Source: an optimization exercise on an open RTL-to-GDS flow (aim: small area, a short achievable clock period and few clock cycles per item). Production flows keep margins and buffers that such runs may drop.
Function was checked by simulation only, so behaviour that the tests miss may differ from the original.
No activity file was given, so power comes from the tool's default toggle rates.

==> flow/design.v (outline; a module is shown in full before it is edited, if it fits) <==
// module LASER: 2683 lines
module LASER (
    input CLK,
    input RST,
    input [3:0] X,
    input [3:0] Y,
    output [3:0] C1X,
    output [3:0] C1Y,
    output [3:0] C2X,
    output [3:0] C2Y,
    output DONE);
  // ...
==> flow/run.sh <==
#!/bin/bash
# synth_recipe.tcl (not shown) runs the flow's synth.tcl, then flattens the netlist and writes it again
# the make line also repeats each setting of config.mk as NAME=value (left out here)
make -C /OpenROAD-flow-scripts/flow DESIGN_CONFIG=/design/flow/config.mk WORK_HOME=/design/flow/orfs CLKGATE_MAP_FILE= SYNTH_SCRIPT=/design/flow/synth_recipe.tcl finish
==> flow/config.mk <==
export PLATFORM = sky130hd
export DESIGN_NAME = LASER
export DESIGN_NICKNAME = LASER
export VERILOG_FILES = /design/flow/design.v
export SDC_FILE = /design/flow/constraint.sdc
export NUM_CORES = 4
export LEC_CHECK = 0
export CAP_MARGIN = 20
export CORE_MARGIN = 2
export CORE_UTILIZATION = 40
export SETUP_SLACK_MARGIN = 5.0
export SLEW_MARGIN = 20
==> flow/constraint.sdc <==
create_clock -name core_clock -period 8.0 [get_ports {CLK}]
set_input_delay 1.6000 -clock core_clock [delete_from_list [all_inputs] [get_ports {CLK}]]
set_output_delay 1.6000 -clock core_clock [all_outputs]
set_load 0.01 [all_outputs]
==> flow_metrics.py, run 1 <==
metrics = {
    "outcome": {
        "run_status": "no timing/DRC/antenna violations",
    },
    "sta": {
        "setup_violations": 0,
        "final.min_clock_period_ns": 2.99,
        "hold_viol": 0,
        "fin_crit_sh": 0.374,
    },
    "power": {
        "power_leader": "the clock network",
        "power_switching_w": 0.00249,
        "power_frac_seq": 0.463,
        "powerDensity_nw_per_um2": 130,
    },
    "clock_network": {
        "numCtsBuffers": 117,
    },
    "grt": {
        "top_usage_layer": "met2",
        "use_met2": 0.465,
        "grt_max_degree": 46,
        "grt_use_met1": 0.419,
        "first_global_vias": 64000,
    },
    "final_layout": {
        "largest_cell_class": "multi-input combinational cells",
        "clkCellAreaFrac": 0.0496,
        "final_cells": 11200,
        "buffer_area_frac": 0.0173,
        "multi_input_area_um2": 50500,
    },
    "setup_path": {
        "path_buf_inv": 2,
        "endpoint_kind": "flop",
    },
    "drt": {
        "first_pass_iters": 9,
        "num_vias": 69000,
        "drc": 0,
    },
    "synth": {
        "ys_seq_area_frac": 0.276,
        "synth_cells": 8800,
        "ys_top_cells_by_area": "dfxtp_1 (25%), fa_1 (15%), ha_1 (6.8%), a21oi_1 (4.7%), inv_1 (4.3%)",
        "synth_top_flop_cell": "dfxtp_1",
    },
    "floorplanning": {
        "rows": 158,
        "nWellTaps": 2480,
        "ios": 27,
        "die_h_um": 436,
    },
    "job": {
        "maxCapViolCount": 0,
    },
    "placed_design": {
        "place_inst": 10900,
    },
}
Testbench counts, summed over its fixed seeds: cycles 4,670, items 48.
==> inputs of run 2 (changes only) <==
--- a/flow/config.mk
+++ b/flow/config.mk
@@ -7,6 +7,6 @@
 export LEC_CHECK = 0
 export CAP_MARGIN = 20
 export CORE_MARGIN = 2
-export CORE_UTILIZATION = 40
+export CORE_UTILIZATION = 65
 export SETUP_SLACK_MARGIN = 5.0
 export SLEW_MARGIN = 20
==> run 2 against run 1 <==
Effect of this change: still clean; sequential power about the same; largest power group unchanged; fmax decreased by 8.5%; worst hold slack improved by 0.011 ns; non-clock buffer count decreased by 1.
==> flow_metrics.py, run 2 <==
metrics = {
    "drt": {
        "final_antenna_net_count": 0,
        "drc": 0,
        "drt-total-wl_um": 293000,
        "first_pass_iters": 11,
        "drt_iter0_drc": 12700,
        "num_vias": 71500,
        "avgViaCountPerCell": 7.01,
        "wl_per_cell_um": 28.7,
    },
    "power": {
        "p_leak_nw": 36.2,
        "power_switching_w": 0.00235,
        "max-vdd-ir-drop_uv": 163,
        "p_comb_frac": 0.001,
        "power_frac_seq": 0.482,
        "swShare": 0.226,
        "powerDensity_nw_per_um2": 127,
        "pwr-share-clk": 0.517,
        "intPower_w": 0.00805,
    },
    "clock_network": {
        "cts.clk_slew.worst_paths_ns": 0.07,
        "cts_tree": "yes",
        "postCtsHoldBufs": 0,
        "numCtsBuffers": 107,
        "cts.sinks": 1003,
        "cts.root.buffer_cell": "clkbuf_16",
        "clk-insertion-delay-late_ns": 0.75,
        "clock_path_buffers": 3,
        "htreeDepth": 3,
    },
    "synth": {
        "synth_common_cells": "dfxtp_1 (926), inv_1 (850), a21oi_1 (700)",
        "synth_edf_count": 32,
        "syn-num-nets": 9770,
        "avgSynthCellArea_um2": 8.49,
        "netlist_area_um2": 74700,
        "yosys_register_bits": 1003,
        "synth_top_flop_cell": "dfxtp_1",
        "synth_top_area_cell": "dfxtp_1",
        "yosys.area.top_type_share": 0.248,
        "postSynth.asyncResetShare": 0.0449,
        "ys_top_cells_by_area": "dfxtp_1 (25%), fa_1 (15%), ha_1 (6.8%), a21oi_1 (4.7%), inv_1 (4.3%)",
        "ys_types": 105,
        "synth_cells": 8800,
        "synth_warnings": 1,
        "yosysMostFrequentCell": "dfxtp_1",
        "ys_seq_area_frac": 0.276,
    },
    "grt": {
        "antenna_found_initial": 25,
        "grt_use_met1": 0.613,
        "overflow": 0,
        "grt_use_met3": 0.168,
        "first_global_vias": 65500,
        "grt_pass1_wl_um": 417000,
        "use_met2": 0.675,
        "top_usage_layer": "met2",
        "grt_max_degree": 46,
        "grtUsageTotal": 0.476,
    },
    "setup_path": {
        "cp_max_fo": 4,
        "crit_required_ns": 8.66,
        "arrival_ns": 3.92,
        "reg2reg_depth": 14,
        "reg2reg_from": "n14[2]$_DFF_P_",
        "critPathKind": "reg -> reg",
        "endpoint_kind": "flop",
        "r2r_slack_ns": 4.73,
        "r2r_end": "gi3[0]$_DFF_P_",
        "worstSetupStartpoint": "n14[2]$_DFF_P_",
        "start_kind": "flop",
        "crit_end": "gi3[0]$_DFF_P_",
    },
    "final_layout": {
        "nets": 9536,
        "mostFrequentLayoutCell": "inv_1",
        "top_regs": "PX: 160 flops, PY: 160 flops",
        "mostFrequentLayoutCells": "inv_1 (830), dfxtp_1 (727), a21oi_1 (658)",
        "fin_util": 0.717,
        "area_growth_pct": 9.54,
        "drive_gt1_frac": 0.109,
    },
    "sta": {
        "fin_crit_sh": 0.409,
        "final.min_clock_period_ns": 3.27,
        "slew_headroom": 0.327,
        "hold_viol": 0,
        "setup_slack_ns": 4.73,
        "report.final.slew_viol_count": 0,
        "tightest_slew_ns": 1.01,
        "clock_skew_ns": 0.0228,
        "tns_ns": 0,
        "setup_violations": 0,
        "rsz0062_at_grt": "true",
        "fmax_ghz": 0.306,
    },
    "placed_design": {
        "dp_hpwl_um": 212000,
        "gp_congestion": 1.09,
        "dpl_worst_slack_ns": 4.34,
        "numPortBuffers": 26,
    },
    "hold_path": {
        "hp-class": "reg -> reg",
    },
    "outcome": {
        "run_status": "no timing/DRC/antenna violations",
    },
    "floorplanning": {
        "dieWidth_um": 343,
        "design.core.area_um2": 114000,
        "ios": 27,
        "initial_utilization": 0.654,
        "die_h_um": 343,
        "dieArea_um2": 118000,
        "rows": 124,
    },
    "job": {
        "maxCapViolCount": 0,
    },
}
-- run 2: changes by cell type in the layout (fill, tap and decap cells not counted), moves of 9 or more --
cell / change
dfxtp_2: -19
diode_2: +17
dfxtp_4: -9
dfxtp_1: +28
inv_2: +10
buf_12: -9
buf_2: -11
-- run 2: worst min-delay path by stage --
| stage | slack, ns | cells after the start | endpoint | from |
|---|---|---|---|---|
| 2_1_floorplan | 0.33 | 0 | PX[104]$_DFF_P_ | PX[100]$_DFF_P_ |
| 3_3_place_gp | 0.33 | 0 | l4$_DFF_PP0_ | l3$_DFF_PP0_ |
| 3_5_place_dp | 0.33 | 0 | y2[1]$_DFF_PP0_ | y1[1]$_DFF_PP0_ |
| 4_1_cts | 0.35 | 0 | l2$_DFF_PP0_ | l1$_DFF_PP0_ |
| 5_1_grt | 0.35 | 0 | y3[1]$_DFF_PP0_ | y2[1]$_DFF_PP0_ |
| 6_report | 0.35 | 0 | y4[0]$_DFF_PP0_ | y3[0]$_DFF_PP0_ |
-- run 2: metrics by stage --
| stage | total power (W) | cells | instance area (um^2) | hold WS, ns |
|---|---|---|---|---|
| 6_report | 0.0104 | 10200 | 81800 | 0.348 |
| 5_1_grt | 0.0106 | 10200 | 81800 | 0.352 |
| 4_1_cts | 0.0104 | 10100 | 80000 | 0.346 |
| 3_5_place_dp | 0.00514 | 9895 | 75400 | 0.335 |
| 3_3_place_gp | 0.00514 | 9895 | 75400 | 0.331 |
| 2_1_floorplan | 0.00513 | 8800 | 74800 | 0.326 |
-- run 2: what timing repair did --
item                       in CTS  in global routing
cloned                          3                  2
setup endpoints to repair     300                290
pin swaps                      16                 61
buffers inserted               39                 30
gates resized for setup       203                433
-- run 2: power groups by stage --
stage	logic, W	registers [W]	clock network, W
floorplan	0.00000337	0.00513	0
global placement	0.00000880	0.00513	0
detailed placement	0.00000923	0.00513	0
CTS	0.00000924	0.00502	0.00536
global route	0.0000100	0.00501	0.00556
finish	0.00000898	0.00501	0.00538
-- run 2: kinds of logic after synthesis --
| group | count (synthesis) | synth area share |
|---|---|---|
| AO/OA/AOI/OAI | 2779 | 0.244 |
| AND/OR/NAND/NOR | 2469 | 0.164 |
| buffers and inverters | 1365 | 0.0711 |
| flip-flops | 1003 | 0.276 |
| adder cells (fa/ha/maj) | 966 | 0.217 |
| XOR/XNOR | 161 | 0.0189 |
| multiplexers | 57 | 0.00817 |
-- run 2: worst max-delay path, cell delays in order, from the launching register on --
cell	delay, ns
dfxtp_1	0.43
ha_4	0.24
nand2b_1	0.18
a21oi_1	0.26
o211ai_1	0.25
o21ai_2	0.21
nor2_1	0.13
a21oi_2	0.28
ha_4	0.26
nand2b_1	0.14
a21oi_1	0.15
o211ai_1	0.12
o21ai_2	0.12
buf_4	0.17
mux2i_2	0.23
-- run 2: cell type report --
cell class / instances / area, um^2
Timing Repair Buffer: 155 / 1400
Inverter: 863 / 3270
Sequential cell: 1003 / 20900
Clock inverter: 64 / 776
Multi-Input combinational cell: 6436 / 50500
Tap cell: 1512 / 1890
Clock buffer: 139 / 3030
Antenna cell: 22 / 55.1
Fill cell: 8507 / 32300
-- run 2: per-layer routing --
| layer | share of wire | vias up |
|---|---|---|
| met5 | 0.00067 | - |
| met4 | 0.087 | 24 |
| met3 | 0.15 | 1573 |
| met2 | 0.40 | 5648 |
| met1 | 0.36 | 33700 |
| li1 | - | 30600 |

-- port drivers added, routing unchanged --
No port has a modelled driver above. Below, the same layouts with a new extraction and two added sets of constraints.
Step 1: set_driving_cell puts a clkbuf_16 on CLK and a buf_2 on each other input, an assumption about the parent block.
Step 2 times the ports against the registers' clock, not the clock port: input delays grow and output delays shrink by t, the midpoint of the rising clock arrivals with the driver on.
a / b / c = no drivers / after step 1 / after step 2; a / b = the first two.
run	shift t [ns]	setup slack, ns	worst slew at a driven data input, ns
run 1	0.859	5.008 / 4.995 / 5.008	0.05
run 2	0.827	4.732 / 4.732 / 4.732	0.03
After both steps setup and hold are still met in every run listed.
